This design comes from an exercise in tuning for small area and a short achievable clock period on the open sky130 flow, not from production work. In this exercise RTL edits were held to simulation tests only and were not proved equivalent to the original. Power figures rest on the tool's default switching activity, not on a simulated workload.

// ALU2
module ALU2 (
    input  logic clk,
    input  logic reset,
    input  logic [31:0] A, B,
    input  logic [3:0] op,
    output logic [31:0] Y
);
    wire [31:0] nB = ~B;
    wire [31:18] q1;
    wire s1_hi31 = |B[31:1];
    wire s1_r31_t0, s1_r31_g0_0;
    HA s1_r31_ha0 (.a(A[31]), .b(nB[0]), .s(s1_r31_t0), .co(s1_r31_g0_0));
    wire s1_r31_g0_0x = s1_r31_g0_0 | s1_r31_t0;
    assign q1[31] = s1_r31_g0_0x & ~s1_hi31;
    wire s1_r31_d0 = ~s1_r31_t0;
    wire s1_x31_0 = q1[31] ? s1_r31_d0 : A[31];
    wire s1_hi30 = |B[31:2];
    wire s1_r30_t0, s1_r30_g0_0;
    HA s1_r30_ha0 (.a(A[30]), .b(nB[0]), .s(s1_r30_t0), .co(s1_r30_g0_0));
    wire s1_r30_t1, s1_r30_g1_1;
    HA s1_r30_ha1 (.a(s1_x31_0), .b(nB[1]), .s(s1_r30_t1), .co(s1_r30_g1_1));
    wire s1_r30_p1_1 = s1_r30_t1;
    wire s1_r30_g0_0x = s1_r30_g0_0 | s1_r30_t0;
    wire s1_r30_g0_1 = s1_r30_g1_1 | (s1_r30_p1_1 & s1_r30_g0_0x);
    assign q1[30] = s1_r30_g0_1 & ~s1_hi30;
  ...
For scale: roughly 7,100 cells after synthesis, ~120 flip-flops, ~100 I/O pins.
==> flow/config.mk <==
export PLATFORM = sky130hd
export DESIGN_NAME = ALU2
export DESIGN_NICKNAME = ALU2
export VERILOG_FILES = /design/flow/design.v
export SDC_FILE = /design/flow/constraint.sdc
export NUM_CORES = 4
export LEC_CHECK = 0
export ABC_AREA = 1
export CAP_MARGIN = 20
export CORE_MARGIN = 2
export CORE_UTILIZATION = 55
export PLACE_DENSITY = 0.7
export SLEW_MARGIN = 20
export SYNTH_HIERARCHICAL = 1
export SYNTH_MINIMUM_KEEP_SIZE = 0
==> flow/constraint.sdc <==
create_clock -name core_clock -period 75.0 [get_ports {clk}]
set_input_delay 15.0000 -clock core_clock [delete_from_list [all_inputs] [get_ports {clk}]]
set_output_delay 15.0000 -clock core_clock [all_outputs]
set_load 0.01 [all_outputs]
standard.sh (not shown) runs the stock make flow with config.mk's settings and CLKGATE_MAP_FILE= SYNTH_SCRIPT=/design/flow/synth_recipe.tcl, a recipe that flattens the netlist after the stock synthesis.
==> flow/flow/run.sh <==
#!/bin/bash
set -euo pipefail
bash standard.sh SETUP_SLACK_MARGIN=30 finish > standard_flow.log 2>&1
The baseline passed the timing, design-rule and antenna checks.
Next try:
==> flow/flow/run.sh (replaced) <==
#!/bin/bash
set -euo pipefail
bash standard.sh SETUP_SLACK_MARGIN=38 finish > standard_flow.log 2>&1
This time the run reached the layout checks and failed them: capacitance limit, slew limit.
Sequential share of layout area decreases by 1.1 points.
Fmax increases by 3.8%.
Worst setup slack gets better by 1500 ps.
Critical path depth increases by 2.
Cell area increases by 25%.
Final cell count increases by 11%.
Next try:
==> flow/flow/run.sh (replaced) <==
#!/bin/bash
set -euo pipefail
R=$PWD/orfs/results/sky130hd/ALU2/base
bash standard.sh $R/1_2_yosys.v > synth_flow.log 2>&1
python3 flow/ha2xor.py $R/1_2_yosys.v > ha2xor.log 2>&1
bash standard.sh SETUP_SLACK_MARGIN=33 finish > layout_flow.log 2>&1
==> flow/flow/ha2xor.py (new file) <==
#!/usr/bin/env python3
"""Replace each sky130 half adder whose carry output drives nothing with an
XOR2 cell (same function on the used output, a third less area).
usage: ha2xor.py NETLIST.v   (edited in place)"""
import re, sys
p = sys.argv[1]
t = open(p).read()
inst = re.compile(r'(  sky130_fd_sc_hd__ha_1 (\S+) \(\n\s*\.A\(([^)]*)\),\n\s*\.B\(([^)]*)\),\n\s*\.COUT\(([^)]*)\),\n\s*\.SUM\(([^)]*)\)\n\s*\);)')
# count every use of every net name in pin connections / assigns
uses = {}
for m in re.finditer(r'\.\w+\(([^()]*)\)', t):
    n = m.group(1).strip()
    uses[n] = uses.get(n, 0) + 1
for m in re.finditer(r'assign\s+([^=]+)=([^;]+);', t):
    for n in re.findall(r'[\\\w$.\[\]:]+ ?', m.group(0)):
        n = n.strip()
        uses[n] = uses.get(n, 0) + 1
cnt = 0
def rep(m):
    global cnt
    whole, name, a, b, co, s = m.groups()
    co = co.strip()
    if co == '' or uses.get(co, 0) <= 1:
        cnt += 1
        return f"  sky130_fd_sc_hd__xor2_1 {name} (\n    .A({a}),\n    .B({b}),\n    .X({s})\n  );"
    return whole
t2 = inst.sub(rep, t)
open(p, 'w').write(t2)
print(f"ha2xor: replaced {cnt} half adders")
- With this change the flow finished clean
- utilization goes down by 12 points
- design area went down by 18%
- routed wire length goes down by about 22%
- total power decreases by 21%
Next try:
==> flow/flow/run.sh (replaced) <==
#!/bin/bash
set -euo pipefail
bash standard.sh SETUP_SLACK_MARGIN=33 finish > standard_flow.log 2>&1
removed: flow/flow/ha2xor.py
The changed run finished clean.
Register-to-register slack is better by 260 ps.
Routed wire length goes up by 1.7%.
Via count does not change.
Core utilization goes down by 0.96 points.
Design area goes up by 2.2%.
Sequential share of layout area goes down by 0.13 points.
First-iteration DRC count goes up by 7.1%.
Clock skew goes up by 4.4 ps.
Cell count stays flat.
Non-clock buffer count goes down by 8.


v6:
ALU2, a different RTL version from the one above (not shown whole).
Size: ~7,200 cells after synthesis, roughly 100 I/O pins.
Settings: LEC_CHECK=0, ABC_AREA=0, CAP_MARGIN=20, CORE_MARGIN=2, CORE_UTILIZATION=65, PLACE_DENSITY=0.75, SLEW_MARGIN=20, SYNTH_HIERARCHICAL=1, SYNTH_MINIMUM_KEEP_SIZE=0; clock period 75.0 ns.
==> flow/flow/run.sh <==
#!/bin/bash
set -euo pipefail
R=$PWD/orfs/results/sky130hd/ALU2/base
bash standard.sh $R/1_2_yosys.v > synth_flow.log 2>&1
python3 flow/ha2xor.py $R/1_2_yosys.v > ha2xor.log 2>&1
bash standard.sh "BUFFER_PORTS_ARGS=-buffer_cell sky130_fd_sc_hd__buf_1" SETUP_SLACK_MARGIN=43 finish > layout_flow.log 2>&1
==> flow/flow/ha2xor.py <==
#!/usr/bin/env python3
"""Replace each sky130 half adder whose carry output drives nothing with an
XOR2 cell (same function on the used output, a third less area).
usage: ha2xor.py NETLIST.v   (edited in place)"""
import re, sys
p = sys.argv[1]
t = open(p).read()
inst = re.compile(r'(  sky130_fd_sc_hd__ha_1 (\S+) \(\n\s*\.A\(([^)]*)\),\n\s*\.B\(([^)]*)\),\n\s*\.COUT\(([^)]*)\),\n\s*\.SUM\(([^)]*)\)\n\s*\);)')
# count every use of every net name in pin connections / assigns
uses = {}
for m in re.finditer(r'\.\w+\(([^()]*)\)', t):
    n = m.group(1).strip()
    uses[n] = uses.get(n, 0) + 1
for m in re.finditer(r'assign\s+([^=]+)=([^;]+);', t):
    for n in re.findall(r'[\\\w$.\[\]:]+ ?', m.group(0)):
        n = n.strip()
        uses[n] = uses.get(n, 0) + 1
cnt = 0
def rep(m):
    global cnt
    whole, name, a, b, co, s = m.groups()
    co = co.strip()
    if co == '' or uses.get(co, 0) <= 1:
        cnt += 1
        return f"  sky130_fd_sc_hd__xor2_1 {name} (\n    .A({a}),\n    .B({b}),\n    .X({s})\n  );"
    return whole
t2 = inst.sub(rep, t)
open(p, 'w').write(t2)
print(f"ha2xor: replaced {cnt} half adders")
v6: PASS, flow complete, no timing, DRC or antenna violations
Relative to v6, the following input files were edited for v17:
Settings: swapping 0 for 1 in ABC_AREA.
==> flow/flow/run.sh <==
#!/bin/bash
set -euo pipefail
R=$PWD/orfs/results/sky130hd/ALU2/base
bash standard.sh $R/1_2_yosys.v > synth_flow.log 2>&1
python3 flow/ha2xor.py $R/1_2_yosys.v > ha2xor.log 2>&1
bash standard.sh "BUFFER_PORTS_ARGS=-buffer_cell sky130_fd_sc_hd__buf_1" SETUP_SLACK_MARGIN=45 finish > layout_flow.log 2>&1
### Flow results
- Cmp v6 and v17 / worst hold margin / lower: v17
- Leading cell type in the layout, fill and taps excluded = sky130_fd_sc_hd__nand2_1: v17; leading cell type in the layout, fill and taps excluded = sky130_fd_sc_hd__ha_1: v6
- Relative to v6, the data arrival at the endpoint of the critical path of v17 is lower by 3.10 ns.
- Diff v6..v17 | sequential power | negligible
For v33, these inputs were changed with respect to v17:
Settings: changing CORE_UTILIZATION from 65 to 70; changing PLACE_DENSITY from 0.75 to 0.8.
==> flow/flow/run.sh <==
#!/bin/bash
set -euo pipefail
R=$PWD/orfs/results/sky130hd/ALU2/base
bash standard.sh $R/1_2_yosys.v > synth_flow.log 2>&1
python3 flow/ha2xor.py $R/1_2_yosys.v > ha2xor.log 2>&1
bash standard.sh "BUFFER_PORTS_ARGS=-buffer_cell sky130_fd_sc_hd__buf_1" SETUP_SLACK_MARGIN=43 finish > layout_flow.log 2>&1
Notes after the runs:
Quantity of gates resized following cts | v33 below v17
Against v17 as the reference, v33 delivers a lower buffering overhead.
Comparing number of standard-cell rows in the floorplan for v17 and v33, the smaller number came from v33.
Max post-layout total power across v17 and v33: v33
Maximum number of pins on one net before global-route repair in v33 is about 30% below v17.
Of v17 and v33, v17 shows the higher non-clock buffer total of the final layout, with v33 below it.
### v33 -> v44
Settings: a change of PLACE_DENSITY from 0.8 to 0.75; a change of CORE_UTILIZATION from 70 to 65.
==> flow/flow/run.sh <==
#!/bin/bash
set -euo pipefail
R=$PWD/orfs/results/sky130hd/ALU2/base
bash standard.sh $R/1_2_yosys.v > synth_flow.log 2>&1
python3 flow/ha2xor.py $R/1_2_yosys.v > ha2xor.log 2>&1
bash standard.sh "BUFFER_PORTS_ARGS=-buffer_cell sky130_fd_sc_hd__buf_1" SETUP_SLACK_MARGIN=41 finish > layout_flow.log 2>&1
## What came out
- v44 reached the end of the flow, and the finished layout is clean on the timing, design-rule and antenna checks.
- Looking at cell area power density, v44 sits below v33.
- v33 vs v44, worst setup path startpoint: B[0] vs B[1]
- Compared with v33, v44 shows a fraction of area in multi-input gates that is 0.30 points higher.
- Critical path depth for v44 is higher than for v33.
- v44 -> v33: combined area of all synthesized cells delta 0, exact match
- Between v33 and v44, the flow reports maximum number of pins on one net before global-route repair decreasing by more than 10%.
- Delta (v44 minus v33): setup slack lower, clock skew now sits higher.

==> separate check: timing with driven ports <==
How much do the figures lean on ideal ports? The routed layouts below were timed once more, with nothing changed but the port constraints.
Step 1: set_driving_cell puts a clkbuf_16 on clk and a buf_2 on each other input, an assumption about the parent block.
Step 2 also shifts input and output timing later by t, the mid clock arrival at the registers, as if the neighbouring blocks saw the same clock.
a / b / c = ideal ports / drivers / drivers and shift; a / b = the first two.
| run | t, ns | slack for setup (ns) | worst register clock-pin slew, ns | worst slew at a driven data input, ns | cell pins on the clock port's net |
|---|---|---|---|---|---|
| the first run of note 1 | 0.516 | 32.801 / 32.834 / 32.317 | 0.08 / 0.08 | 0.05 | 1 |
| the second run of note 1 | 0.522 | 34.327 / 34.360 / 33.837 | 0.09 / 0.09 | 0.07 | 1 |
| the third run of note 1 | 0.536 | 34.851 / 34.889 / 34.353 | 0.09 / 0.09 | 0.11 | 1 |
| the fourth run of note 1 | 0.516 | 34.780 / 34.815 / 34.298 | 0.08 / 0.08 | 0.05 | 1 |
| v6 | 0.585 | 41.478 / 41.485 / 40.899 | 0.11 / 0.11 | 0.19 | 1 |
| v17 | 0.625 | 44.656 / 44.682 / 44.056 | 0.13 / 0.13 | 0.19 | 1 |
| v33 | 0.616 | 43.508 / 43.557 / 42.941 | 0.11 / 0.11 | 0.18 | 1 |
| v44 | 0.601 | 42.197 / 42.194 / 41.593 | 0.12 / 0.12 | 0.19 | 1 |
The setup slack of v44, which loses most, moves by -0.003 ns with the drivers and by -0.604 ns with both steps.
